Source: an optimization exercise on an open RTL-to-GDS flow (aim: small area and a short achievable clock period). Production flows keep margins and buffers that such runs may drop.
Function not checked in this run: the RTL went through the layout flow alone.
Power and IR drop assume default switching activity.

===== design/flow/flow/run.sh =====
#!/bin/bash
# The standard layout (standard.sh), with two changes to how it is made:
# - ports are buffered with buf_1 instead of the default delay buffer;
# - repair_timing aims for 6 ns of setup slack instead of 0.
set -euo pipefail
export SETUP_SLACK_MARGIN=6
export BUFFER_PORTS_ARGS="-buffer_cell sky130_fd_sc_hd__buf_1"
bash standard.sh > standard.log 2>&1

===== design/flow/standard.sh =====
#!/bin/bash
# synth_recipe.tcl (not shown) runs the flow's synth.tcl, then flattens the netlist and writes it again
# the make line also repeats each setting of config.mk as NAME=value (left out here)
make -C /OpenROAD-flow-scripts/flow DESIGN_CONFIG=/design/flow/config.mk WORK_HOME=/design/flow/orfs CLKGATE_MAP_FILE= SYNTH_SCRIPT=/design/flow/synth_recipe.tcl "${@:-finish}"

===== design/flow/config.mk =====
export PLATFORM = sky130hd
export DESIGN_NAME = fir_3tap
export DESIGN_NICKNAME = fir_3tap
export VERILOG_FILES = /design/flow/design.v
export SDC_FILE = /design/flow/constraint.sdc
export NUM_CORES = 4
export LEC_CHECK = 0
export CAP_MARGIN = 20
export CORE_MARGIN = 2
export CORE_UTILIZATION = 40
export SLEW_MARGIN = 20
export SYNTH_HIERARCHICAL = 1
export SYNTH_MINIMUM_KEEP_SIZE = 0

===== design/flow/constraint.sdc =====
create_clock -name core_clock -period 12.5 [get_ports {clk}]
set_input_delay 2.5000 -clock core_clock [delete_from_list [all_inputs] [get_ports {clk}]]
set_output_delay 2.5000 -clock core_clock [all_outputs]
set_load 0.01 [all_outputs]

===== design/flow/design.v =====
module full_adder(output sum,
                  output carry_out,
                  input x,
                  input y,
                  input carry_in);
assign sum = x ^ y ^ carry_in;
assign carry_out = (x & y) | (x & carry_in) | (y & carry_in);
endmodule
module half_adder_n(output sum_n,
                    output carry_n,
                    input a_n,
                    input b_n);
xnor_n xs(sum_n, a_n, b_n);
or_n oc(carry_n, a_n, b_n);
endmodule
module xnor_n(output y, input a, input b);
assign y = ~(a ^ b);
endmodule
module or_n(output y, input a, input b);
assign y = a | b;
endmodule
module fir_3tap (input clk,
                 input [7:0] Xin,
                 input [7:0] H0,
                 input [7:0] H1,
                 input [7:0] H2,
                 output reg [15:0] Yout);
reg [15:0] Q1n, Q2n;
wire t2_p0_0 = ~(Xin[0] & H2[0]);
wire t2_p0_1 = ~(Xin[0] & H2[1]);
wire t2_p0_2 = ~(Xin[0] & H2[2]);
wire t2_p0_3 = ~(Xin[0] & H2[3]);
wire t2_p0_4 = ~(Xin[0] & H2[4]);
wire t2_p0_5 = ~(Xin[0] & H2[5]);
wire t2_p0_6 = ~(Xin[0] & H2[6]);
wire t2_p0_7 = ~(Xin[0] & H2[7]);
wire t2_p1_0 = ~(Xin[1] & H2[0]);
wire t2_p1_1 = ~(Xin[1] & H2[1]);
wire t2_p1_2 = ~(Xin[1] & H2[2]);
wire t2_p1_3 = ~(Xin[1] & H2[3]);
wire t2_p1_4 = ~(Xin[1] & H2[4]);
wire t2_p1_5 = ~(Xin[1] & H2[5]);
wire t2_p1_6 = ~(Xin[1] & H2[6]);
wire t2_p1_7 = ~(Xin[1] & H2[7]);
wire t2_p2_0 = ~(Xin[2] & H2[0]);
wire t2_p2_1 = ~(Xin[2] & H2[1]);
wire t2_p2_2 = ~(Xin[2] & H2[2]);
wire t2_p2_3 = ~(Xin[2] & H2[3]);
wire t2_p2_4 = ~(Xin[2] & H2[4]);
wire t2_p2_5 = ~(Xin[2] & H2[5]);
wire t2_p2_6 = ~(Xin[2] & H2[6]);
wire t2_p2_7 = ~(Xin[2] & H2[7]);
wire t2_p3_0 = ~(Xin[3] & H2[0]);
wire t2_p3_1 = ~(Xin[3] & H2[1]);
wire t2_p3_2 = ~(Xin[3] & H2[2]);
wire t2_p3_3 = ~(Xin[3] & H2[3]);
wire t2_p3_4 = ~(Xin[3] & H2[4]);
wire t2_p3_5 = ~(Xin[3] & H2[5]);
wire t2_p3_6 = ~(Xin[3] & H2[6]);
wire t2_p3_7 = ~(Xin[3] & H2[7]);
wire t2_p4_0 = ~(Xin[4] & H2[0]);
wire t2_p4_1 = ~(Xin[4] & H2[1]);
wire t2_p4_2 = ~(Xin[4] & H2[2]);
wire t2_p4_3 = ~(Xin[4] & H2[3]);
wire t2_p4_4 = ~(Xin[4] & H2[4]);
wire t2_p4_5 = ~(Xin[4] & H2[5]);
wire t2_p4_6 = ~(Xin[4] & H2[6]);
wire t2_p4_7 = ~(Xin[4] & H2[7]);
wire t2_p5_0 = ~(Xin[5] & H2[0]);
wire t2_p5_1 = ~(Xin[5] & H2[1]);
wire t2_p5_2 = ~(Xin[5] & H2[2]);
wire t2_p5_3 = ~(Xin[5] & H2[3]);
wire t2_p5_4 = ~(Xin[5] & H2[4]);
wire t2_p5_5 = ~(Xin[5] & H2[5]);
wire t2_p5_6 = ~(Xin[5] & H2[6]);
wire t2_p5_7 = ~(Xin[5] & H2[7]);
wire t2_p6_0 = ~(Xin[6] & H2[0]);
wire t2_p6_1 = ~(Xin[6] & H2[1]);
wire t2_p6_2 = ~(Xin[6] & H2[2]);
wire t2_p6_3 = ~(Xin[6] & H2[3]);
wire t2_p6_4 = ~(Xin[6] & H2[4]);
wire t2_p6_5 = ~(Xin[6] & H2[5]);
wire t2_p6_6 = ~(Xin[6] & H2[6]);
wire t2_p6_7 = ~(Xin[6] & H2[7]);
wire t2_p7_0 = ~(Xin[7] & H2[0]);
wire t2_p7_1 = ~(Xin[7] & H2[1]);
wire t2_p7_2 = ~(Xin[7] & H2[2]);
wire t2_p7_3 = ~(Xin[7] & H2[3]);
wire t2_p7_4 = ~(Xin[7] & H2[4]);
wire t2_p7_5 = ~(Xin[7] & H2[5]);
wire t2_p7_6 = ~(Xin[7] & H2[6]);
wire t2_p7_7 = ~(Xin[7] & H2[7]);
wire t2_s0, t2_c0;
half_adder_n t2_ha1 (t2_s0, t2_c0, t2_p0_6, t2_p1_5);
wire t2_s1, t2_c1;
full_adder t2_fa2 (t2_s1, t2_c1, t2_p0_7, t2_p1_6, t2_p2_5);
wire t2_s2, t2_c2;
half_adder_n t2_ha3 (t2_s2, t2_c2, t2_p3_4, t2_p4_3);
wire t2_s3, t2_c3;
full_adder t2_fa4 (t2_s3, t2_c3, t2_p1_7, t2_p2_6, t2_p3_5);
wire t2_s4, t2_c4;
half_adder_n t2_ha5 (t2_s4, t2_c4, t2_p4_4, t2_p5_3);
wire t2_s5, t2_c5;
full_adder t2_fa6 (t2_s5, t2_c5, t2_p2_7, t2_p3_6, t2_p4_5);
wire t2_s6, t2_c6;
half_adder_n t2_ha7 (t2_s6, t2_c6, t2_p0_4, t2_p1_3);
wire t2_s7, t2_c7;
full_adder t2_fa8 (t2_s7, t2_c7, t2_p0_5, t2_p1_4, t2_p2_3);
wire t2_s8, t2_c8;
half_adder_n t2_ha9 (t2_s8, t2_c8, t2_p3_2, t2_p4_1);
wire t2_s9, t2_c9;
full_adder t2_fa10 (t2_s9, t2_c9, t2_p2_4, t2_p3_3, t2_p4_2);
wire t2_s10, t2_c10;
full_adder t2_fa11 (t2_s10, t2_c10, t2_p5_1, t2_p6_0, t2_s0);
wire t2_s11, t2_c11;
full_adder t2_fa12 (t2_s11, t2_c11, t2_p5_2, t2_p6_1, t2_p7_0);
wire t2_s12, t2_c12;
full_adder t2_fa13 (t2_s12, t2_c12, t2_c0, t2_s2, t2_s1);
wire t2_s13, t2_c13;
full_adder t2_fa14 (t2_s13, t2_c13, t2_p6_2, t2_p7_1, t2_c2);
wire t2_s14, t2_c14;
full_adder t2_fa15 (t2_s14, t2_c14, t2_s4, t2_c1, t2_s3);
wire t2_s15, t2_c15;
full_adder t2_fa16 (t2_s15, t2_c15, t2_p5_4, t2_p6_3, t2_p7_2);
wire t2_s16, t2_c16;
full_adder t2_fa17 (t2_s16, t2_c16, t2_c4, t2_c3, t2_s5);
wire t2_s17, t2_c17;
full_adder t2_fa18 (t2_s17, t2_c17, t2_p3_7, t2_p4_6, t2_p5_5);
wire t2_s18, t2_c18;
full_adder t2_fa19 (t2_s18, t2_c18, t2_p6_4, t2_p7_3, t2_c5);
wire t2_s19, t2_c19;
full_adder t2_fa20 (t2_s19, t2_c19, t2_p4_7, t2_p5_6, t2_p6_5);
wire t2_s20, t2_c20;
half_adder_n t2_ha21 (t2_s20, t2_c20, t2_p0_3, t2_p1_2);
wire t2_s21, t2_c21;
full_adder t2_fa22 (t2_s21, t2_c21, t2_p2_2, t2_p3_1, t2_p4_0);
wire t2_s22, t2_c22;
full_adder t2_fa23 (t2_s22, t2_c22, t2_p5_0, t2_c6, t2_s8);
wire t2_s23, t2_c23;
full_adder t2_fa24 (t2_s23, t2_c23, t2_c8, t2_c7, t2_s9);
wire t2_s24, t2_c24;
full_adder t2_fa25 (t2_s24, t2_c24, t2_c9, t2_s11, t2_c10);
wire t2_s25, t2_c25;
full_adder t2_fa26 (t2_s25, t2_c25, t2_c11, t2_s13, t2_c12);
wire t2_s26, t2_c26;
full_adder t2_fa27 (t2_s26, t2_c26, t2_s15, t2_c13, t2_c14);
wire t2_s27, t2_c27;
full_adder t2_fa28 (t2_s27, t2_c27, t2_c15, t2_s17, t2_c16);
wire t2_s28, t2_c28;
full_adder t2_fa29 (t2_s28, t2_c28, t2_p7_4, t2_c17, t2_s19);
wire t2_s29, t2_c29;
full_adder t2_fa30 (t2_s29, t2_c29, t2_p5_7, t2_p6_6, t2_p7_5);
wire t2_s30, t2_c30;
half_adder_n t2_ha31 (t2_s30, t2_c30, t2_p0_2, t2_p1_1);
wire t2_s31, t2_c31;
full_adder t2_fa32 (t2_s31, t2_c31, t2_p2_1, t2_p3_0, t2_s20);
wire t2_s32, t2_c32;
full_adder t2_fa33 (t2_s32, t2_c32, t2_c20, t2_s6, t2_s21);
wire t2_s33, t2_c33;
full_adder t2_fa34 (t2_s33, t2_c33, t2_c21, t2_s7, t2_s22);
wire t2_s34, t2_c34;
full_adder t2_fa35 (t2_s34, t2_c34, t2_c22, t2_s10, t2_s23);
wire t2_s35, t2_c35;
full_adder t2_fa36 (t2_s35, t2_c35, t2_c23, t2_s12, t2_s24);
wire t2_s36, t2_c36;
full_adder t2_fa37 (t2_s36, t2_c36, t2_s14, t2_c24, t2_s25);
wire t2_s37, t2_c37;
full_adder t2_fa38 (t2_s37, t2_c37, t2_s16, t2_c25, t2_s26);
wire t2_s38, t2_c38;
full_adder t2_fa39 (t2_s38, t2_c38, t2_s18, t2_c26, t2_s27);
wire t2_s39, t2_c39;
full_adder t2_fa40 (t2_s39, t2_c39, t2_c18, t2_s28, t2_c27);
wire t2_s40, t2_c40;
full_adder t2_fa41 (t2_s40, t2_c40, t2_c19, t2_s29, t2_c28);
wire t2_s41, t2_c41;
full_adder t2_fa42 (t2_s41, t2_c41, t2_p6_7, t2_p7_6, t2_c29);
wire [15:0] t2_g, t2_p, t2_sn;
assign t2_g[0] = t2_p0_0 & 1'b1;
assign t2_p[0] = t2_p0_0 ^ 1'b1;
assign t2_g[1] = t2_p0_1 & t2_p1_0;
assign t2_p[1] = t2_p0_1 ^ t2_p1_0;
assign t2_g[2] = t2_s30 & t2_p2_0;
assign t2_p[2] = t2_s30 ^ t2_p2_0;
assign t2_g[3] = t2_c30 & t2_s31;
assign t2_p[3] = t2_c30 ^ t2_s31;
assign t2_g[4] = t2_c31 & t2_s32;
assign t2_p[4] = t2_c31 ^ t2_s32;
assign t2_g[5] = t2_c32 & t2_s33;
assign t2_p[5] = t2_c32 ^ t2_s33;
assign t2_g[6] = t2_c33 & t2_s34;
assign t2_p[6] = t2_c33 ^ t2_s34;
assign t2_g[7] = t2_c34 & t2_s35;
assign t2_p[7] = t2_c34 ^ t2_s35;
assign t2_g[8] = t2_c35 & t2_s36;
assign t2_p[8] = t2_c35 ^ t2_s36;
assign t2_g[9] = t2_c36 & t2_s37;
assign t2_p[9] = t2_c36 ^ t2_s37;
assign t2_g[10] = t2_c37 & t2_s38;
assign t2_p[10] = t2_c37 ^ t2_s38;
assign t2_g[11] = t2_c38 & t2_s39;
assign t2_p[11] = t2_c38 ^ t2_s39;
assign t2_g[12] = t2_c39 & t2_s40;
assign t2_p[12] = t2_c39 ^ t2_s40;
assign t2_g[13] = t2_c40 & t2_s41;
assign t2_p[13] = t2_c40 ^ t2_s41;
assign t2_g[14] = t2_c41 & t2_p7_7;
assign t2_p[14] = t2_c41 ^ t2_p7_7;
assign t2_g[15] = 1'b1 & 1'b1;
assign t2_p[15] = 1'b1 ^ 1'b1;
wire t2_G0 = t2_g[1] | (t2_p[1] & (t2_g[0] | t2_p[0]));
wire t2_G1 = t2_g[3] | (t2_p[3] & t2_g[2]);
wire t2_P1 = t2_p[3] & t2_p[2];
wire t2_G2 = t2_g[5] | (t2_p[5] & t2_g[4]);
wire t2_P2 = t2_p[5] & t2_p[4];
wire t2_G3 = t2_g[7] | (t2_p[7] & t2_g[6]);
wire t2_P3 = t2_p[7] & t2_p[6];
wire t2_G4 = t2_g[9] | (t2_p[9] & t2_g[8]);
wire t2_P4 = t2_p[9] & t2_p[8];
wire t2_G5 = t2_g[11] | (t2_p[11] & t2_g[10]);
wire t2_P5 = t2_p[11] & t2_p[10];
wire t2_G6 = t2_g[13] | (t2_p[13] & t2_g[12]);
wire t2_P6 = t2_p[13] & t2_p[12];
wire t2_G7 = t2_g[2] | (t2_p[2] & t2_G0);
wire t2_P7 = t2_p[2] & t2_p[1];
wire t2_G8 = t2_G1 | (t2_P1 & t2_G0);
wire t2_P8 = t2_P1 & t2_p[1];
wire t2_G9 = t2_g[6] | (t2_p[6] & t2_G2);
wire t2_P9 = t2_p[6] & t2_P2;
wire t2_G10 = t2_G3 | (t2_P3 & t2_G2);
wire t2_P10 = t2_P3 & t2_P2;
wire t2_G11 = t2_g[10] | (t2_p[10] & t2_G4);
wire t2_P11 = t2_p[10] & t2_P4;
wire t2_G12 = t2_G5 | (t2_P5 & t2_G4);
wire t2_P12 = t2_P5 & t2_P4;
wire t2_G13 = t2_g[14] | (t2_p[14] & t2_G6);
wire t2_P13 = t2_p[14] & t2_P6;
wire t2_G14 = t2_g[4] | (t2_p[4] & t2_G8);
wire t2_P14 = t2_p[4] & t2_P8;
wire t2_G15 = t2_G2 | (t2_P2 & t2_G8);
wire t2_P15 = t2_P2 & t2_P8;
wire t2_G16 = t2_G9 | (t2_P9 & t2_G8);
wire t2_P16 = t2_P9 & t2_P8;
wire t2_G17 = t2_G10 | (t2_P10 & t2_G8);
wire t2_P17 = t2_P10 & t2_P8;
wire t2_G18 = t2_g[12] | (t2_p[12] & t2_G12);
wire t2_P18 = t2_p[12] & t2_P12;
wire t2_G19 = t2_G6 | (t2_P6 & t2_G12);
wire t2_P19 = t2_P6 & t2_P12;
wire t2_G20 = t2_G13 | (t2_P13 & t2_G12);
wire t2_P20 = t2_P13 & t2_P12;
wire t2_G21 = t2_g[8] | (t2_p[8] & t2_G17);
wire t2_P21 = t2_p[8] & t2_P17;
wire t2_G22 = t2_G4 | (t2_P4 & t2_G17);
wire t2_P22 = t2_P4 & t2_P17;
wire t2_G23 = t2_G11 | (t2_P11 & t2_G17);
wire t2_P23 = t2_P11 & t2_P17;
wire t2_G24 = t2_G12 | (t2_P12 & t2_G17);
wire t2_P24 = t2_P12 & t2_P17;
wire t2_G25 = t2_G18 | (t2_P18 & t2_G17);
wire t2_P25 = t2_P18 & t2_P17;
wire t2_G26 = t2_G19 | (t2_P19 & t2_G17);
wire t2_P26 = t2_P19 & t2_P17;
wire t2_G27 = t2_G20 | (t2_P20 & t2_G17);
wire t2_P27 = t2_P20 & t2_P17;
assign t2_sn[0] = ~t2_p[0];
assign t2_sn[1] = t2_p[1] ^ (t2_g[0] | t2_p[0]);
assign t2_sn[2] = t2_p[2] ^ t2_G0;
assign t2_sn[3] = t2_p[3] ^ t2_G7;
assign t2_sn[4] = t2_p[4] ^ t2_G8;
assign t2_sn[5] = t2_p[5] ^ t2_G14;
assign t2_sn[6] = t2_p[6] ^ t2_G15;
assign t2_sn[7] = t2_p[7] ^ t2_G16;
assign t2_sn[8] = t2_p[8] ^ t2_G17;
assign t2_sn[9] = t2_p[9] ^ t2_G21;
assign t2_sn[10] = t2_p[10] ^ t2_G22;
assign t2_sn[11] = t2_p[11] ^ t2_G23;
assign t2_sn[12] = t2_p[12] ^ t2_G24;
assign t2_sn[13] = t2_p[13] ^ t2_G25;
assign t2_sn[14] = t2_p[14] ^ t2_G26;
assign t2_sn[15] = t2_p[15] ^ t2_G27;
wire t1_p0_0 = ~(Xin[0] & H1[0]);
wire t1_p0_1 = ~(Xin[0] & H1[1]);
wire t1_p0_2 = ~(Xin[0] & H1[2]);
wire t1_p0_3 = ~(Xin[0] & H1[3]);
wire t1_p0_4 = ~(Xin[0] & H1[4]);
wire t1_p0_5 = ~(Xin[0] & H1[5]);
wire t1_p0_6 = ~(Xin[0] & H1[6]);
wire t1_p0_7 = ~(Xin[0] & H1[7]);
wire t1_p1_0 = ~(Xin[1] & H1[0]);
wire t1_p1_1 = ~(Xin[1] & H1[1]);
wire t1_p1_2 = ~(Xin[1] & H1[2]);
wire t1_p1_3 = ~(Xin[1] & H1[3]);
wire t1_p1_4 = ~(Xin[1] & H1[4]);
wire t1_p1_5 = ~(Xin[1] & H1[5]);
wire t1_p1_6 = ~(Xin[1] & H1[6]);
wire t1_p1_7 = ~(Xin[1] & H1[7]);
wire t1_p2_0 = ~(Xin[2] & H1[0]);
wire t1_p2_1 = ~(Xin[2] & H1[1]);
wire t1_p2_2 = ~(Xin[2] & H1[2]);
wire t1_p2_3 = ~(Xin[2] & H1[3]);
wire t1_p2_4 = ~(Xin[2] & H1[4]);
wire t1_p2_5 = ~(Xin[2] & H1[5]);
wire t1_p2_6 = ~(Xin[2] & H1[6]);
wire t1_p2_7 = ~(Xin[2] & H1[7]);
wire t1_p3_0 = ~(Xin[3] & H1[0]);
wire t1_p3_1 = ~(Xin[3] & H1[1]);
wire t1_p3_2 = ~(Xin[3] & H1[2]);
wire t1_p3_3 = ~(Xin[3] & H1[3]);
wire t1_p3_4 = ~(Xin[3] & H1[4]);
wire t1_p3_5 = ~(Xin[3] & H1[5]);
wire t1_p3_6 = ~(Xin[3] & H1[6]);
wire t1_p3_7 = ~(Xin[3] & H1[7]);
wire t1_p4_0 = ~(Xin[4] & H1[0]);
wire t1_p4_1 = ~(Xin[4] & H1[1]);
wire t1_p4_2 = ~(Xin[4] & H1[2]);
wire t1_p4_3 = ~(Xin[4] & H1[3]);
wire t1_p4_4 = ~(Xin[4] & H1[4]);
wire t1_p4_5 = ~(Xin[4] & H1[5]);
wire t1_p4_6 = ~(Xin[4] & H1[6]);
wire t1_p4_7 = ~(Xin[4] & H1[7]);
wire t1_p5_0 = ~(Xin[5] & H1[0]);
wire t1_p5_1 = ~(Xin[5] & H1[1]);
wire t1_p5_2 = ~(Xin[5] & H1[2]);
wire t1_p5_3 = ~(Xin[5] & H1[3]);
wire t1_p5_4 = ~(Xin[5] & H1[4]);
wire t1_p5_5 = ~(Xin[5] & H1[5]);
wire t1_p5_6 = ~(Xin[5] & H1[6]);
wire t1_p5_7 = ~(Xin[5] & H1[7]);
wire t1_p6_0 = ~(Xin[6] & H1[0]);
wire t1_p6_1 = ~(Xin[6] & H1[1]);
wire t1_p6_2 = ~(Xin[6] & H1[2]);
wire t1_p6_3 = ~(Xin[6] & H1[3]);
wire t1_p6_4 = ~(Xin[6] & H1[4]);
wire t1_p6_5 = ~(Xin[6] & H1[5]);
wire t1_p6_6 = ~(Xin[6] & H1[6]);
wire t1_p6_7 = ~(Xin[6] & H1[7]);
wire t1_p7_0 = ~(Xin[7] & H1[0]);
wire t1_p7_1 = ~(Xin[7] & H1[1]);
wire t1_p7_2 = ~(Xin[7] & H1[2]);
wire t1_p7_3 = ~(Xin[7] & H1[3]);
wire t1_p7_4 = ~(Xin[7] & H1[4]);
wire t1_p7_5 = ~(Xin[7] & H1[5]);
wire t1_p7_6 = ~(Xin[7] & H1[6]);
wire t1_p7_7 = ~(Xin[7] & H1[7]);
wire t1_s0, t1_c0;
half_adder_n t1_ha1 (t1_s0, t1_c0, Q1n[5], t1_p0_5);
wire t1_s1, t1_c1;
full_adder t1_fa2 (t1_s1, t1_c1, Q1n[6], t1_p0_6, t1_p1_5);
wire t1_s2, t1_c2;
half_adder_n t1_ha3 (t1_s2, t1_c2, t1_p2_4, t1_p3_3);
wire t1_s3, t1_c3;
full_adder t1_fa4 (t1_s3, t1_c3, Q1n[7], t1_p0_7, t1_p1_6);
wire t1_s4, t1_c4;
full_adder t1_fa5 (t1_s4, t1_c4, t1_p2_5, t1_p3_4, t1_p4_3);
wire t1_s5, t1_c5;
half_adder_n t1_ha6 (t1_s5, t1_c5, t1_p5_2, t1_p6_1);
wire t1_s6, t1_c6;
full_adder t1_fa7 (t1_s6, t1_c6, Q1n[8], t1_p1_7, t1_p2_6);
wire t1_s7, t1_c7;
full_adder t1_fa8 (t1_s7, t1_c7, t1_p3_5, t1_p4_4, t1_p5_3);
wire t1_s8, t1_c8;
half_adder_n t1_ha9 (t1_s8, t1_c8, t1_p6_2, t1_p7_1);
wire t1_s9, t1_c9;
full_adder t1_fa10 (t1_s9, t1_c9, Q1n[9], t1_p2_7, t1_p3_6);
wire t1_s10, t1_c10;
full_adder t1_fa11 (t1_s10, t1_c10, t1_p4_5, t1_p5_4, t1_p6_3);
wire t1_s11, t1_c11;
full_adder t1_fa12 (t1_s11, t1_c11, Q1n[10], t1_p3_7, t1_p4_6);
wire t1_s12, t1_c12;
half_adder_n t1_ha13 (t1_s12, t1_c12, Q1n[3], t1_p0_3);
wire t1_s13, t1_c13;
full_adder t1_fa14 (t1_s13, t1_c13, Q1n[4], t1_p0_4, t1_p1_3);
wire t1_s14, t1_c14;
half_adder_n t1_ha15 (t1_s14, t1_c14, t1_p2_2, t1_p3_1);
wire t1_s15, t1_c15;
full_adder t1_fa16 (t1_s15, t1_c15, t1_p1_4, t1_p2_3, t1_p3_2);
wire t1_s16, t1_c16;
full_adder t1_fa17 (t1_s16, t1_c16, t1_p4_1, t1_p5_0, t1_s0);
wire t1_s17, t1_c17;
full_adder t1_fa18 (t1_s17, t1_c17, t1_p4_2, t1_p5_1, t1_p6_0);
wire t1_s18, t1_c18;
full_adder t1_fa19 (t1_s18, t1_c18, t1_c0, t1_s2, t1_s1);
wire t1_s19, t1_c19;
full_adder t1_fa20 (t1_s19, t1_c19, t1_p7_0, t1_c2, t1_s5);
wire t1_s20, t1_c20;
full_adder t1_fa21 (t1_s20, t1_c20, t1_c1, t1_s3, t1_s4);
wire t1_s21, t1_c21;
full_adder t1_fa22 (t1_s21, t1_c21, t1_c5, t1_s8, t1_c3);
wire t1_s22, t1_c22;
full_adder t1_fa23 (t1_s22, t1_c22, t1_c4, t1_s6, t1_s7);
wire t1_s23, t1_c23;
full_adder t1_fa24 (t1_s23, t1_c23, t1_p7_2, t1_c8, t1_c6);
wire t1_s24, t1_c24;
full_adder t1_fa25 (t1_s24, t1_c24, t1_c7, t1_s10, t1_s9);
wire t1_s25, t1_c25;
full_adder t1_fa26 (t1_s25, t1_c25, t1_p5_5, t1_p6_4, t1_p7_3);
wire t1_s26, t1_c26;
full_adder t1_fa27 (t1_s26, t1_c26, t1_c10, t1_c9, t1_s11);
wire t1_s27, t1_c27;
full_adder t1_fa28 (t1_s27, t1_c27, Q1n[11], t1_p4_7, t1_p5_6);
wire t1_s28, t1_c28;
full_adder t1_fa29 (t1_s28, t1_c28, t1_p6_5, t1_p7_4, t1_c11);
wire t1_s29, t1_c29;
full_adder t1_fa30 (t1_s29, t1_c29, Q1n[12], t1_p5_7, t1_p6_6);
wire t1_s30, t1_c30;
half_adder_n t1_ha31 (t1_s30, t1_c30, Q1n[2], t1_p0_2);
wire t1_s31, t1_c31;
full_adder t1_fa32 (t1_s31, t1_c31, t1_p1_2, t1_p2_1, t1_p3_0);
wire t1_s32, t1_c32;
full_adder t1_fa33 (t1_s32, t1_c32, t1_p4_0, t1_c12, t1_s14);
wire t1_s33, t1_c33;
full_adder t1_fa34 (t1_s33, t1_c33, t1_c14, t1_c13, t1_s15);
wire t1_s34, t1_c34;
full_adder t1_fa35 (t1_s34, t1_c34, t1_c15, t1_s17, t1_c16);
wire t1_s35, t1_c35;
full_adder t1_fa36 (t1_s35, t1_c35, t1_c17, t1_s19, t1_c18);
wire t1_s36, t1_c36;
full_adder t1_fa37 (t1_s36, t1_c36, t1_c19, t1_c20, t1_s21);
wire t1_s37, t1_c37;
full_adder t1_fa38 (t1_s37, t1_c37, t1_c21, t1_c22, t1_s23);
wire t1_s38, t1_c38;
full_adder t1_fa39 (t1_s38, t1_c38, t1_s25, t1_c23, t1_c24);
wire t1_s39, t1_c39;
full_adder t1_fa40 (t1_s39, t1_c39, t1_c25, t1_s27, t1_c26);
wire t1_s40, t1_c40;
full_adder t1_fa41 (t1_s40, t1_c40, t1_p7_5, t1_c27, t1_s29);
wire t1_s41, t1_c41;
full_adder t1_fa42 (t1_s41, t1_c41, Q1n[13], t1_p6_7, t1_p7_6);
wire t1_s42, t1_c42;
half_adder_n t1_ha43 (t1_s42, t1_c42, Q1n[1], t1_p0_1);
wire t1_s43, t1_c43;
full_adder t1_fa44 (t1_s43, t1_c43, t1_p1_1, t1_p2_0, t1_s30);
wire t1_s44, t1_c44;
full_adder t1_fa45 (t1_s44, t1_c44, t1_c30, t1_s12, t1_s31);
wire t1_s45, t1_c45;
full_adder t1_fa46 (t1_s45, t1_c45, t1_c31, t1_s13, t1_s32);
wire t1_s46, t1_c46;
full_adder t1_fa47 (t1_s46, t1_c46, t1_c32, t1_s16, t1_s33);
wire t1_s47, t1_c47;
full_adder t1_fa48 (t1_s47, t1_c47, t1_c33, t1_s18, t1_s34);
wire t1_s48, t1_c48;
full_adder t1_fa49 (t1_s48, t1_c48, t1_s20, t1_c34, t1_s35);
wire t1_s49, t1_c49;
full_adder t1_fa50 (t1_s49, t1_c49, t1_s22, t1_c35, t1_s36);
wire t1_s50, t1_c50;
full_adder t1_fa51 (t1_s50, t1_c50, t1_s24, t1_c36, t1_s37);
wire t1_s51, t1_c51;
full_adder t1_fa52 (t1_s51, t1_c51, t1_s26, t1_c37, t1_s38);
wire t1_s52, t1_c52;
full_adder t1_fa53 (t1_s52, t1_c52, t1_s28, t1_c38, t1_s39);
wire t1_s53, t1_c53;
full_adder t1_fa54 (t1_s53, t1_c53, t1_c28, t1_s40, t1_c39);
wire t1_s54, t1_c54;
full_adder t1_fa55 (t1_s54, t1_c54, t1_c29, t1_s41, t1_c40);
wire t1_s55, t1_c55;
full_adder t1_fa56 (t1_s55, t1_c55, Q1n[14], t1_p7_7, t1_c41);
wire [15:0] t1_g, t1_p, t1_sn;
assign t1_g[0] = Q1n[0] & t1_p0_0;
assign t1_p[0] = Q1n[0] ^ t1_p0_0;
assign t1_g[1] = t1_s42 & t1_p1_0;
assign t1_p[1] = t1_s42 ^ t1_p1_0;
assign t1_g[2] = t1_c42 & t1_s43;
assign t1_p[2] = t1_c42 ^ t1_s43;
assign t1_g[3] = t1_c43 & t1_s44;
assign t1_p[3] = t1_c43 ^ t1_s44;
assign t1_g[4] = t1_c44 & t1_s45;
assign t1_p[4] = t1_c44 ^ t1_s45;
assign t1_g[5] = t1_c45 & t1_s46;
assign t1_p[5] = t1_c45 ^ t1_s46;
assign t1_g[6] = t1_c46 & t1_s47;
assign t1_p[6] = t1_c46 ^ t1_s47;
assign t1_g[7] = t1_c47 & t1_s48;
assign t1_p[7] = t1_c47 ^ t1_s48;
assign t1_g[8] = t1_c48 & t1_s49;
assign t1_p[8] = t1_c48 ^ t1_s49;
assign t1_g[9] = t1_c49 & t1_s50;
assign t1_p[9] = t1_c49 ^ t1_s50;
assign t1_g[10] = t1_c50 & t1_s51;
assign t1_p[10] = t1_c50 ^ t1_s51;
assign t1_g[11] = t1_c51 & t1_s52;
assign t1_p[11] = t1_c51 ^ t1_s52;
assign t1_g[12] = t1_c52 & t1_s53;
assign t1_p[12] = t1_c52 ^ t1_s53;
assign t1_g[13] = t1_c53 & t1_s54;
assign t1_p[13] = t1_c53 ^ t1_s54;
assign t1_g[14] = t1_c54 & t1_s55;
assign t1_p[14] = t1_c54 ^ t1_s55;
assign t1_g[15] = t1_c55 & Q1n[15];
assign t1_p[15] = t1_c55 ^ Q1n[15];
wire t1_G0 = t1_g[1] | (t1_p[1] & (t1_g[0] | t1_p[0]));
wire t1_G1 = t1_g[3] | (t1_p[3] & t1_g[2]);
wire t1_P1 = t1_p[3] & t1_p[2];
wire t1_G2 = t1_g[5] | (t1_p[5] & t1_g[4]);
wire t1_P2 = t1_p[5] & t1_p[4];
wire t1_G3 = t1_g[7] | (t1_p[7] & t1_g[6]);
wire t1_P3 = t1_p[7] & t1_p[6];
wire t1_G4 = t1_g[9] | (t1_p[9] & t1_g[8]);
wire t1_P4 = t1_p[9] & t1_p[8];
wire t1_G5 = t1_g[11] | (t1_p[11] & t1_g[10]);
wire t1_P5 = t1_p[11] & t1_p[10];
wire t1_G6 = t1_g[13] | (t1_p[13] & t1_g[12]);
wire t1_P6 = t1_p[13] & t1_p[12];
wire t1_G7 = t1_g[2] | (t1_p[2] & t1_G0);
wire t1_P7 = t1_p[2] & t1_p[1];
wire t1_G8 = t1_G1 | (t1_P1 & t1_G0);
wire t1_P8 = t1_P1 & t1_p[1];
wire t1_G9 = t1_g[6] | (t1_p[6] & t1_G2);
wire t1_P9 = t1_p[6] & t1_P2;
wire t1_G10 = t1_G3 | (t1_P3 & t1_G2);
wire t1_P10 = t1_P3 & t1_P2;
wire t1_G11 = t1_g[10] | (t1_p[10] & t1_G4);
wire t1_P11 = t1_p[10] & t1_P4;
wire t1_G12 = t1_G5 | (t1_P5 & t1_G4);
wire t1_P12 = t1_P5 & t1_P4;
wire t1_G13 = t1_g[14] | (t1_p[14] & t1_G6);
wire t1_P13 = t1_p[14] & t1_P6;
wire t1_G14 = t1_g[4] | (t1_p[4] & t1_G8);
wire t1_P14 = t1_p[4] & t1_P8;
wire t1_G15 = t1_G2 | (t1_P2 & t1_G8);
wire t1_P15 = t1_P2 & t1_P8;
wire t1_G16 = t1_G9 | (t1_P9 & t1_G8);
wire t1_P16 = t1_P9 & t1_P8;
wire t1_G17 = t1_G10 | (t1_P10 & t1_G8);
wire t1_P17 = t1_P10 & t1_P8;
wire t1_G18 = t1_g[12] | (t1_p[12] & t1_G12);
wire t1_P18 = t1_p[12] & t1_P12;
wire t1_G19 = t1_G6 | (t1_P6 & t1_G12);
wire t1_P19 = t1_P6 & t1_P12;
wire t1_G20 = t1_G13 | (t1_P13 & t1_G12);
wire t1_P20 = t1_P13 & t1_P12;
wire t1_G21 = t1_g[8] | (t1_p[8] & t1_G17);
wire t1_P21 = t1_p[8] & t1_P17;
wire t1_G22 = t1_G4 | (t1_P4 & t1_G17);
wire t1_P22 = t1_P4 & t1_P17;
wire t1_G23 = t1_G11 | (t1_P11 & t1_G17);
wire t1_P23 = t1_P11 & t1_P17;
wire t1_G24 = t1_G12 | (t1_P12 & t1_G17);
wire t1_P24 = t1_P12 & t1_P17;
wire t1_G25 = t1_G18 | (t1_P18 & t1_G17);
wire t1_P25 = t1_P18 & t1_P17;
wire t1_G26 = t1_G19 | (t1_P19 & t1_G17);
wire t1_P26 = t1_P19 & t1_P17;
wire t1_G27 = t1_G20 | (t1_P20 & t1_G17);
wire t1_P27 = t1_P20 & t1_P17;
assign t1_sn[0] = ~t1_p[0];
assign t1_sn[1] = t1_p[1] ^ (t1_g[0] | t1_p[0]);
assign t1_sn[2] = t1_p[2] ^ t1_G0;
assign t1_sn[3] = t1_p[3] ^ t1_G7;
assign t1_sn[4] = t1_p[4] ^ t1_G8;
assign t1_sn[5] = t1_p[5] ^ t1_G14;
assign t1_sn[6] = t1_p[6] ^ t1_G15;
assign t1_sn[7] = t1_p[7] ^ t1_G16;
assign t1_sn[8] = t1_p[8] ^ t1_G17;
assign t1_sn[9] = t1_p[9] ^ t1_G21;
assign t1_sn[10] = t1_p[10] ^ t1_G22;
assign t1_sn[11] = t1_p[11] ^ t1_G23;
assign t1_sn[12] = t1_p[12] ^ t1_G24;
assign t1_sn[13] = t1_p[13] ^ t1_G25;
assign t1_sn[14] = t1_p[14] ^ t1_G26;
assign t1_sn[15] = t1_p[15] ^ t1_G27;
wire t0_p0_0 = ~(Xin[0] & H0[0]);
wire t0_p0_1 = ~(Xin[0] & H0[1]);
wire t0_p0_2 = ~(Xin[0] & H0[2]);
wire t0_p0_3 = ~(Xin[0] & H0[3]);
wire t0_p0_4 = ~(Xin[0] & H0[4]);
wire t0_p0_5 = ~(Xin[0] & H0[5]);
wire t0_p0_6 = ~(Xin[0] & H0[6]);
wire t0_p0_7 = ~(Xin[0] & H0[7]);
wire t0_p1_0 = ~(Xin[1] & H0[0]);
wire t0_p1_1 = ~(Xin[1] & H0[1]);
wire t0_p1_2 = ~(Xin[1] & H0[2]);
wire t0_p1_3 = ~(Xin[1] & H0[3]);
wire t0_p1_4 = ~(Xin[1] & H0[4]);
wire t0_p1_5 = ~(Xin[1] & H0[5]);
wire t0_p1_6 = ~(Xin[1] & H0[6]);
wire t0_p1_7 = ~(Xin[1] & H0[7]);
wire t0_p2_0 = ~(Xin[2] & H0[0]);
wire t0_p2_1 = ~(Xin[2] & H0[1]);
wire t0_p2_2 = ~(Xin[2] & H0[2]);
wire t0_p2_3 = ~(Xin[2] & H0[3]);
wire t0_p2_4 = ~(Xin[2] & H0[4]);
wire t0_p2_5 = ~(Xin[2] & H0[5]);
wire t0_p2_6 = ~(Xin[2] & H0[6]);
wire t0_p2_7 = ~(Xin[2] & H0[7]);
wire t0_p3_0 = ~(Xin[3] & H0[0]);
wire t0_p3_1 = ~(Xin[3] & H0[1]);
wire t0_p3_2 = ~(Xin[3] & H0[2]);
wire t0_p3_3 = ~(Xin[3] & H0[3]);
wire t0_p3_4 = ~(Xin[3] & H0[4]);
wire t0_p3_5 = ~(Xin[3] & H0[5]);
wire t0_p3_6 = ~(Xin[3] & H0[6]);
wire t0_p3_7 = ~(Xin[3] & H0[7]);
wire t0_p4_0 = ~(Xin[4] & H0[0]);
wire t0_p4_1 = ~(Xin[4] & H0[1]);
wire t0_p4_2 = ~(Xin[4] & H0[2]);
wire t0_p4_3 = ~(Xin[4] & H0[3]);
wire t0_p4_4 = ~(Xin[4] & H0[4]);
wire t0_p4_5 = ~(Xin[4] & H0[5]);
wire t0_p4_6 = ~(Xin[4] & H0[6]);
wire t0_p4_7 = ~(Xin[4] & H0[7]);
wire t0_p5_0 = ~(Xin[5] & H0[0]);
wire t0_p5_1 = ~(Xin[5] & H0[1]);
wire t0_p5_2 = ~(Xin[5] & H0[2]);
wire t0_p5_3 = ~(Xin[5] & H0[3]);
wire t0_p5_4 = ~(Xin[5] & H0[4]);
wire t0_p5_5 = ~(Xin[5] & H0[5]);
wire t0_p5_6 = ~(Xin[5] & H0[6]);
wire t0_p5_7 = ~(Xin[5] & H0[7]);
wire t0_p6_0 = ~(Xin[6] & H0[0]);
wire t0_p6_1 = ~(Xin[6] & H0[1]);
wire t0_p6_2 = ~(Xin[6] & H0[2]);
wire t0_p6_3 = ~(Xin[6] & H0[3]);
wire t0_p6_4 = ~(Xin[6] & H0[4]);
wire t0_p6_5 = ~(Xin[6] & H0[5]);
wire t0_p6_6 = ~(Xin[6] & H0[6]);
wire t0_p6_7 = ~(Xin[6] & H0[7]);
wire t0_p7_0 = ~(Xin[7] & H0[0]);
wire t0_p7_1 = ~(Xin[7] & H0[1]);
wire t0_p7_2 = ~(Xin[7] & H0[2]);
wire t0_p7_3 = ~(Xin[7] & H0[3]);
wire t0_p7_4 = ~(Xin[7] & H0[4]);
wire t0_p7_5 = ~(Xin[7] & H0[5]);
wire t0_p7_6 = ~(Xin[7] & H0[6]);
wire t0_p7_7 = ~(Xin[7] & H0[7]);
wire t0_s0, t0_c0;
half_adder_n t0_ha1 (t0_s0, t0_c0, Q2n[5], t0_p0_5);
wire t0_s1, t0_c1;
full_adder t0_fa2 (t0_s1, t0_c1, Q2n[6], t0_p0_6, t0_p1_5);
wire t0_s2, t0_c2;
half_adder_n t0_ha3 (t0_s2, t0_c2, t0_p2_4, t0_p3_3);
wire t0_s3, t0_c3;
full_adder t0_fa4 (t0_s3, t0_c3, Q2n[7], t0_p0_7, t0_p1_6);
wire t0_s4, t0_c4;
full_adder t0_fa5 (t0_s4, t0_c4, t0_p2_5, t0_p3_4, t0_p4_3);
wire t0_s5, t0_c5;
half_adder_n t0_ha6 (t0_s5, t0_c5, t0_p5_2, t0_p6_1);
wire t0_s6, t0_c6;
full_adder t0_fa7 (t0_s6, t0_c6, Q2n[8], t0_p1_7, t0_p2_6);
wire t0_s7, t0_c7;
full_adder t0_fa8 (t0_s7, t0_c7, t0_p3_5, t0_p4_4, t0_p5_3);
wire t0_s8, t0_c8;
half_adder_n t0_ha9 (t0_s8, t0_c8, t0_p6_2, t0_p7_1);
wire t0_s9, t0_c9;
full_adder t0_fa10 (t0_s9, t0_c9, Q2n[9], t0_p2_7, t0_p3_6);
wire t0_s10, t0_c10;
full_adder t0_fa11 (t0_s10, t0_c10, t0_p4_5, t0_p5_4, t0_p6_3);
wire t0_s11, t0_c11;
full_adder t0_fa12 (t0_s11, t0_c11, Q2n[10], t0_p3_7, t0_p4_6);
wire t0_s12, t0_c12;
half_adder_n t0_ha13 (t0_s12, t0_c12, Q2n[3], t0_p0_3);
wire t0_s13, t0_c13;
full_adder t0_fa14 (t0_s13, t0_c13, Q2n[4], t0_p0_4, t0_p1_3);
wire t0_s14, t0_c14;
half_adder_n t0_ha15 (t0_s14, t0_c14, t0_p2_2, t0_p3_1);
wire t0_s15, t0_c15;
full_adder t0_fa16 (t0_s15, t0_c15, t0_p1_4, t0_p2_3, t0_p3_2);
wire t0_s16, t0_c16;
full_adder t0_fa17 (t0_s16, t0_c16, t0_p4_1, t0_p5_0, t0_s0);
wire t0_s17, t0_c17;
full_adder t0_fa18 (t0_s17, t0_c17, t0_p4_2, t0_p5_1, t0_p6_0);
wire t0_s18, t0_c18;
full_adder t0_fa19 (t0_s18, t0_c18, t0_c0, t0_s2, t0_s1);
wire t0_s19, t0_c19;
full_adder t0_fa20 (t0_s19, t0_c19, t0_p7_0, t0_c2, t0_s5);
wire t0_s20, t0_c20;
full_adder t0_fa21 (t0_s20, t0_c20, t0_c1, t0_s3, t0_s4);
wire t0_s21, t0_c21;
full_adder t0_fa22 (t0_s21, t0_c21, t0_c5, t0_s8, t0_c3);
wire t0_s22, t0_c22;
full_adder t0_fa23 (t0_s22, t0_c22, t0_c4, t0_s6, t0_s7);
wire t0_s23, t0_c23;
full_adder t0_fa24 (t0_s23, t0_c23, t0_p7_2, t0_c8, t0_c6);
wire t0_s24, t0_c24;
full_adder t0_fa25 (t0_s24, t0_c24, t0_c7, t0_s10, t0_s9);
wire t0_s25, t0_c25;
full_adder t0_fa26 (t0_s25, t0_c25, t0_p5_5, t0_p6_4, t0_p7_3);
wire t0_s26, t0_c26;
full_adder t0_fa27 (t0_s26, t0_c26, t0_c10, t0_c9, t0_s11);
wire t0_s27, t0_c27;
full_adder t0_fa28 (t0_s27, t0_c27, Q2n[11], t0_p4_7, t0_p5_6);
wire t0_s28, t0_c28;
full_adder t0_fa29 (t0_s28, t0_c28, t0_p6_5, t0_p7_4, t0_c11);
wire t0_s29, t0_c29;
full_adder t0_fa30 (t0_s29, t0_c29, Q2n[12], t0_p5_7, t0_p6_6);
wire t0_s30, t0_c30;
half_adder_n t0_ha31 (t0_s30, t0_c30, Q2n[2], t0_p0_2);
wire t0_s31, t0_c31;
full_adder t0_fa32 (t0_s31, t0_c31, t0_p1_2, t0_p2_1, t0_p3_0);
wire t0_s32, t0_c32;
full_adder t0_fa33 (t0_s32, t0_c32, t0_p4_0, t0_c12, t0_s14);
wire t0_s33, t0_c33;
full_adder t0_fa34 (t0_s33, t0_c33, t0_c14, t0_c13, t0_s15);
wire t0_s34, t0_c34;
full_adder t0_fa35 (t0_s34, t0_c34, t0_c15, t0_s17, t0_c16);
wire t0_s35, t0_c35;
full_adder t0_fa36 (t0_s35, t0_c35, t0_c17, t0_s19, t0_c18);
wire t0_s36, t0_c36;
full_adder t0_fa37 (t0_s36, t0_c36, t0_c19, t0_c20, t0_s21);
wire t0_s37, t0_c37;
full_adder t0_fa38 (t0_s37, t0_c37, t0_c21, t0_c22, t0_s23);
wire t0_s38, t0_c38;
full_adder t0_fa39 (t0_s38, t0_c38, t0_s25, t0_c23, t0_c24);
wire t0_s39, t0_c39;
full_adder t0_fa40 (t0_s39, t0_c39, t0_c25, t0_s27, t0_c26);
wire t0_s40, t0_c40;
full_adder t0_fa41 (t0_s40, t0_c40, t0_p7_5, t0_c27, t0_s29);
wire t0_s41, t0_c41;
full_adder t0_fa42 (t0_s41, t0_c41, Q2n[13], t0_p6_7, t0_p7_6);
wire t0_s42, t0_c42;
half_adder_n t0_ha43 (t0_s42, t0_c42, Q2n[1], t0_p0_1);
wire t0_s43, t0_c43;
full_adder t0_fa44 (t0_s43, t0_c43, t0_p1_1, t0_p2_0, t0_s30);
wire t0_s44, t0_c44;
full_adder t0_fa45 (t0_s44, t0_c44, t0_c30, t0_s12, t0_s31);
wire t0_s45, t0_c45;
full_adder t0_fa46 (t0_s45, t0_c45, t0_c31, t0_s13, t0_s32);
wire t0_s46, t0_c46;
full_adder t0_fa47 (t0_s46, t0_c46, t0_c32, t0_s16, t0_s33);
wire t0_s47, t0_c47;
full_adder t0_fa48 (t0_s47, t0_c47, t0_c33, t0_s18, t0_s34);
wire t0_s48, t0_c48;
full_adder t0_fa49 (t0_s48, t0_c48, t0_s20, t0_c34, t0_s35);
wire t0_s49, t0_c49;
full_adder t0_fa50 (t0_s49, t0_c49, t0_s22, t0_c35, t0_s36);
wire t0_s50, t0_c50;
full_adder t0_fa51 (t0_s50, t0_c50, t0_s24, t0_c36, t0_s37);
wire t0_s51, t0_c51;
full_adder t0_fa52 (t0_s51, t0_c51, t0_s26, t0_c37, t0_s38);
wire t0_s52, t0_c52;
full_adder t0_fa53 (t0_s52, t0_c52, t0_s28, t0_c38, t0_s39);
wire t0_s53, t0_c53;
full_adder t0_fa54 (t0_s53, t0_c53, t0_c28, t0_s40, t0_c39);
wire t0_s54, t0_c54;
full_adder t0_fa55 (t0_s54, t0_c54, t0_c29, t0_s41, t0_c40);
wire t0_s55, t0_c55;
full_adder t0_fa56 (t0_s55, t0_c55, Q2n[14], t0_p7_7, t0_c41);
wire [15:0] t0_g, t0_p, t0_sn;
assign t0_g[0] = Q2n[0] & t0_p0_0;
assign t0_p[0] = Q2n[0] ^ t0_p0_0;
assign t0_g[1] = t0_s42 & t0_p1_0;
assign t0_p[1] = t0_s42 ^ t0_p1_0;
assign t0_g[2] = t0_c42 & t0_s43;
assign t0_p[2] = t0_c42 ^ t0_s43;
assign t0_g[3] = t0_c43 & t0_s44;
assign t0_p[3] = t0_c43 ^ t0_s44;
assign t0_g[4] = t0_c44 & t0_s45;
assign t0_p[4] = t0_c44 ^ t0_s45;
assign t0_g[5] = t0_c45 & t0_s46;
assign t0_p[5] = t0_c45 ^ t0_s46;
assign t0_g[6] = t0_c46 & t0_s47;
assign t0_p[6] = t0_c46 ^ t0_s47;
assign t0_g[7] = t0_c47 & t0_s48;
assign t0_p[7] = t0_c47 ^ t0_s48;
assign t0_g[8] = t0_c48 & t0_s49;
assign t0_p[8] = t0_c48 ^ t0_s49;
assign t0_g[9] = t0_c49 & t0_s50;
assign t0_p[9] = t0_c49 ^ t0_s50;
assign t0_g[10] = t0_c50 & t0_s51;
assign t0_p[10] = t0_c50 ^ t0_s51;
assign t0_g[11] = t0_c51 & t0_s52;
assign t0_p[11] = t0_c51 ^ t0_s52;
assign t0_g[12] = t0_c52 & t0_s53;
assign t0_p[12] = t0_c52 ^ t0_s53;
assign t0_g[13] = t0_c53 & t0_s54;
assign t0_p[13] = t0_c53 ^ t0_s54;
assign t0_g[14] = t0_c54 & t0_s55;
assign t0_p[14] = t0_c54 ^ t0_s55;
assign t0_g[15] = t0_c55 & Q2n[15];
assign t0_p[15] = t0_c55 ^ Q2n[15];
wire t0_G0 = t0_g[1] | (t0_p[1] & (t0_g[0] | t0_p[0]));
wire t0_G1 = t0_g[3] | (t0_p[3] & t0_g[2]);
wire t0_P1 = t0_p[3] & t0_p[2];
wire t0_G2 = t0_g[5] | (t0_p[5] & t0_g[4]);
wire t0_P2 = t0_p[5] & t0_p[4];
wire t0_G3 = t0_g[7] | (t0_p[7] & t0_g[6]);
wire t0_P3 = t0_p[7] & t0_p[6];
wire t0_G4 = t0_g[9] | (t0_p[9] & t0_g[8]);
wire t0_P4 = t0_p[9] & t0_p[8];
wire t0_G5 = t0_g[11] | (t0_p[11] & t0_g[10]);
wire t0_P5 = t0_p[11] & t0_p[10];
wire t0_G6 = t0_g[13] | (t0_p[13] & t0_g[12]);
wire t0_P6 = t0_p[13] & t0_p[12];
wire t0_G7 = t0_g[2] | (t0_p[2] & t0_G0);
wire t0_P7 = t0_p[2] & t0_p[1];
wire t0_G8 = t0_G1 | (t0_P1 & t0_G0);
wire t0_P8 = t0_P1 & t0_p[1];
wire t0_G9 = t0_g[6] | (t0_p[6] & t0_G2);
wire t0_P9 = t0_p[6] & t0_P2;
wire t0_G10 = t0_G3 | (t0_P3 & t0_G2);
wire t0_P10 = t0_P3 & t0_P2;
wire t0_G11 = t0_g[10] | (t0_p[10] & t0_G4);
wire t0_P11 = t0_p[10] & t0_P4;
wire t0_G12 = t0_G5 | (t0_P5 & t0_G4);
wire t0_P12 = t0_P5 & t0_P4;
wire t0_G13 = t0_g[14] | (t0_p[14] & t0_G6);
wire t0_P13 = t0_p[14] & t0_P6;
wire t0_G14 = t0_g[4] | (t0_p[4] & t0_G8);
wire t0_P14 = t0_p[4] & t0_P8;
wire t0_G15 = t0_G2 | (t0_P2 & t0_G8);
wire t0_P15 = t0_P2 & t0_P8;
wire t0_G16 = t0_G9 | (t0_P9 & t0_G8);
wire t0_P16 = t0_P9 & t0_P8;
wire t0_G17 = t0_G10 | (t0_P10 & t0_G8);
wire t0_P17 = t0_P10 & t0_P8;
wire t0_G18 = t0_g[12] | (t0_p[12] & t0_G12);
wire t0_P18 = t0_p[12] & t0_P12;
wire t0_G19 = t0_G6 | (t0_P6 & t0_G12);
wire t0_P19 = t0_P6 & t0_P12;
wire t0_G20 = t0_G13 | (t0_P13 & t0_G12);
wire t0_P20 = t0_P13 & t0_P12;
wire t0_G21 = t0_g[8] | (t0_p[8] & t0_G17);
wire t0_P21 = t0_p[8] & t0_P17;
wire t0_G22 = t0_G4 | (t0_P4 & t0_G17);
wire t0_P22 = t0_P4 & t0_P17;
wire t0_G23 = t0_G11 | (t0_P11 & t0_G17);
wire t0_P23 = t0_P11 & t0_P17;
wire t0_G24 = t0_G12 | (t0_P12 & t0_G17);
wire t0_P24 = t0_P12 & t0_P17;
wire t0_G25 = t0_G18 | (t0_P18 & t0_G17);
wire t0_P25 = t0_P18 & t0_P17;
wire t0_G26 = t0_G19 | (t0_P19 & t0_G17);
wire t0_P26 = t0_P19 & t0_P17;
wire t0_G27 = t0_G20 | (t0_P20 & t0_G17);
wire t0_P27 = t0_P20 & t0_P17;
assign t0_sn[0] = ~t0_p[0];
assign t0_sn[1] = t0_p[1] ^ (t0_g[0] | t0_p[0]);
assign t0_sn[2] = t0_p[2] ^ t0_G0;
assign t0_sn[3] = t0_p[3] ^ t0_G7;
assign t0_sn[4] = t0_p[4] ^ t0_G8;
assign t0_sn[5] = t0_p[5] ^ t0_G14;
assign t0_sn[6] = t0_p[6] ^ t0_G15;
assign t0_sn[7] = t0_p[7] ^ t0_G16;
assign t0_sn[8] = t0_p[8] ^ t0_G17;
assign t0_sn[9] = t0_p[9] ^ t0_G21;
assign t0_sn[10] = t0_p[10] ^ t0_G22;
assign t0_sn[11] = t0_p[11] ^ t0_G23;
assign t0_sn[12] = t0_p[12] ^ t0_G24;
assign t0_sn[13] = t0_p[13] ^ t0_G25;
assign t0_sn[14] = t0_p[14] ^ t0_G26;
assign t0_sn[15] = t0_p[15] ^ t0_G27;
always @(posedge clk) begin
  Q1n  <= t2_sn;
  Q2n  <= t1_sn;
  Yout <= ~t0_sn;
end
endmodule

==> run summary <==
final timing paths:
| kind | startpoint | to | slack [ps] | cells past startpoint |
|---|---|---|---|---|
| worst max-delay path | Xin[1] | Yout[15]$_DFF_P_ | 6190 | 14 |
| worst min-delay path | Q2n[0]$_DFF_P_ | Yout[0]$_DFF_P_ | 500 | 2 |
| worst max register to register | Q2n[8]$_DFF_P_ | Yout[15]$_DFF_P_ | 8600 | 11 |
| worst min register to register | Q2n[0]$_DFF_P_ | Yout[0]$_DFF_P_ | 500 | 2 |
cell families (layout without fill, tap and decap cells):
| family | count (synthesis) | in the layout |
|---|---|---|
| simple gates | 261 | 261 |
| fa+ha+maj | 184 | 184 |
| buf+inv | 69 | 95 |
| compound gates | 60 | 60 |
| xor+xnor | 52 | 52 |
| flops | 48 | 48 |
modules after synthesis, one instance, submodules excluded, a selection:
module      flip-flops and latches  area (um2)  copies in the design  cells inside
fir_3tap                        48        3659                     1           497
xnor_n                           0       8.758                    23             1
full_adder                       0       20.02                   131             1
or_n                             0       6.256                    23             1
sequential cells by signal, indices dropped and copies added (netlist names):
register / flops
Yout: 16
Q1n: 16
Q2n: 16
cell usage in the layout, fill, tap and decap left out, drive strengths merged, types with 4 or more instances in the layout:
cell type and count:
xnor2 37, and2 6, o21ai 6, fa 142, buf 51, clkbuf 11, inv 33, ha 42
dfxtp 48, nor3 6, o21bai 4, a21o 9, nand2b 4, nand2 194, nor2 6, or2 25
nand4 4, nand3 7, xor2 15, a21oi 17
area by class of cell:
class / count / share of cell area
multi-input combinational: 557 / 0.7529
tap: 220 / 0.03831
sequential: 48 / 0.1337
clock buffer: 7 / 0.02124
timing repair buffer: 55 / 0.03657
inverter: 33 / 0.01724
worst max-delay path: cells and delay by family:
kind            cells  cell delay, ps
fa+ha+maj           5            2330
compound gates      5            1140
buf+inv             2             330
simple gates        2             190
stage by stage:
step,cell area (um2),power (uW),setup slack (ps),hold WS [ps],instances
after detailed placement,6999,2125,5293,492.6,913
after floorplan,6626,1776,6181,457.5,674
after global placement,6999,2081,5432,477.4,913
final,7186,2266,6191,501.8,920
after CTS,7153,2287,6095,509.9,920
after global routing,7186,2580,5996,555.6,920
synthesized netlist by cell type, types with 2 or more instances:
cell        n
nand2_1   194
fa_1      142
dfxtp_1    48
ha_1       42
xnor2_1    37
inv_1      32
or2_1      24
clkbuf_1   21
a21oi_1    17
buf_1      15
xor2_1     15
a21o_1      9
nand3_1     7
nor2_1      6
nor3_1      6
and2_1      5
nand2b_1    4
nand4_1     4
o21bai_1    4
o21ai_0     3
a211oi_1    2
a41oi_1     2
and3_1      2
nor2b_1     2
o21a_1      2
o21ai_1     2
o311ai_1    2
or3_1       2
power by group through the flow:
stage	Clock (uW)	Combinational [uW]	Sequential [uW]
finish	143	1830	296
floorplan	0	1470	307
CTS	148	1840	298
global route	156	2120	304
detailed placement	0	1820	300
global placement	0	1780	301
routing by layer:
metal | vias up | GRT usage | part of all wire
li1 | 2173 | - | -
met1 | 2379 | 0.2396 | 0.46
met2 | 93 | 0.2896 | 0.49
met3 | 9 | 0.02414 | 0.036
met4 | 0 | 0.03106 | 0.0068
met5 | - | 0 | 0
==> run summary <==
The run finished with no timing, DRC or antenna violations. The via count of the routed design is 4654. The sequential cell area in the final layout is roughly 960 um2.

The overall die width is between 100 and 150 um. The share of the clock period used by the worst path after layout came out at 0.5047. The number of buffers added on ports is between 40 and 50. The setup skew after layout is around 7.8 ps. The starting density of the core is 0.4039.

The pin count of the biggest net entering global routing came out at 25. The number of nets at the end of the flow came out at 917. The clock latency on the worst-skew pair is a little under 300 ps. After clock tree synthesis, the clock-pin slew on the worst setup and hold paths is roughly 60 ps. In this run the worst path has a maximum fanout of 24. Summed over all nets, the switching power comes to between 1000 and 1500 uW. The sum of negative setup slack came out at 0 ps. For this block, the routed nets add up to 13.60 mm of wire. Traced cell by cell, the critical path runs through buf_1 > buf_6 > nand2_1 > fa_1 > fa_1 > fa_1 > fa_1 > ha_1 > a21oi_1 > nor2_1 > a211oi_2 > a31oi_4 > o21a_2 > o41ai_1.

The TritonCTS buffer count is 5. The cts-stage hold buffer count is 0. The number of clock sinks seen by CTS is 48. By startpoint and endpoint, the worst setup path is classified as in -> reg. The number of enable-type register cells in the synthesized netlist is 0. The cell leakage power is roughly 0.0027 uW. Clock tree synthesis selected as its root buffer the cell clkbuf_16. At the pin with the least slew margin, the transition time is approximately 590 ps. The internal portion of the total power is 1196 uW.

Summed over all layers, the global routing overflow is 0. The number of antenna violations at the first check in global routing came to 0. The areal power density over the cells is about 320 nW/um2.

The launching element type of the critical path is an input port. The TritonCTS clock tree is yes. By area the synthesized netlist is led by fa_1 (43%), dfxtp_1 (15%), nand2_1 (11%). The number of antenna repair diodes is 0. The final core utilization is 0.4380. Counting every net in the synthesized netlist gives 891. The number of detailed-route iterations in the first pass is 4. After synthesis, the largest family of logic cells by area is adder cells. Setup repair after global routing left no endpoint under its margin. The flip-flop and latch count after synthesis is 48.

In this run the deepest clock path goes through 2 buffers. The max-slew violation count came to 0. The share of synthesized area spent on multiplexers came out at 0. The share of total power dissipated in sequential elements is 0.131. The total die area came out at roughly 18000 um2. The share of total power dissipated in the clock network is 0.063.

The largest stage delay on the critical path came out at around 570 ps. The required time of the critical path came out at about 13000 ps. fa_1 takes more of the synthesized area than any other cell. The HPWL after detailed placement is approximately 11 mm. The area used by multi-input combinational logic came out at between 5000 and 6000 um2.

The area growth from synthesis to layout is 8.440%. The xor/xnor share of the synthesized area is 0.06873. The mean post-synth cell area came out at 9.831 um2. The switching fraction of total power came out at 0.4719. Of the total synthesized cell area, the portion taken by full adders, half adders and majority gates is 0.5083. The fraction of synthesized cell area taken by the top area cell type came out at 0.4290. The arrival time reported for the critical path endpoint is 6490 ps.

After detailed routing, the average wire length per cell comes to ~15 um. The clock period minus final worst setup slack came out at ~6300 ps. The most used flip-flop cell after synthesis is dfxtp_1. Of the total power, combinational logic draws 0.806. The gate count of the mapped netlist came out at approximately 670. The wire length of the first global-routing pass is ~25 mm. The final weighted congestion in routability-driven placement is about 0.84.

The area fraction in and, or, nand and nor cells after synthesis came out at 0.1703. Setup violations remaining at the end of the flow were counted as 0. The most numerous cell type found on the critical path is fa_1. The remaining number of nets flagged by the antenna check after routing is 0. The iteration-0 DRC count of the detailed router is about 240. The min-delay analysis places its worst path in the category reg -> reg. In the final layout, the share of cells above drive strength 1 is 0.04429. The highest attainable clock frequency is between 0.15 and 0.2 GHz. The worst setup path is captured at a register.

The via count of the first global-routing pass is ~5200. The portion of the post-synthesis area used by sequential elements came out at 0.1450. The number of buffers inserted to repair setup after CTS is 0. The number of H-tree levels came out at 2.

The slowest stage of the critical path belongs to the cell fa_1. The fill cell instance count of the final layout came out at approximately 1600. After floorplanning, the core was divided into 47 placement rows.

The die span in y is 132.7 um. The post-detailed-route via-to-cell ratio is 5.059. The maximum vdd ir drop came out at about 180 uV. The count of boundary I/O pins is 49. Post-CTS repair changed the size of 4 cells. The number of remaining DRC errors came out at 0. In the synthesized netlist the async set-or-reset flop fraction comes to 0. The number of maximum-capacitance violations is 0. The total count of hold-check failures in the final report is 0.

During synthesis, Yosys emitted a total of 7 warnings. The synthesized-area fraction occupied by ao, oa, aoi and oai cells is 0.06854. The cell area after synthesis is 6626 um2. In this run the standard cell core region covers around 16000 um2. In this run, distinct cell masters in the synthesized netlist total just over 50. The worst slew slack as a fraction of its limit came out at 0.5990.

The total global-route track usage is 0.1718.

## what the ideal ports hide
The flow's constraints put no driver on any port. The routed layout listed below was extracted and timed again, unchanged, in two steps.
Step 1 assumes that a clkbuf_16 drives the clock port and a buf_2 every other input.
Step 2 times the ports against the registers' clock, not the clock port: input delays grow and output delays shrink by t, the midpoint of the rising clock arrivals with the driver on.
Three values: ideal ports, drivers, drivers and shift; two values: the first two.
t (ns): 0.327
slack for setup (ns): 6.191 / 6.206 / 5.879
clock arrival spread, ns: 0.008 / 0.008
After both steps setup and hold are still met in this run. For this run, drivers alone change the setup slack by +0.015 ns; drivers and shift together by -0.312 ns.
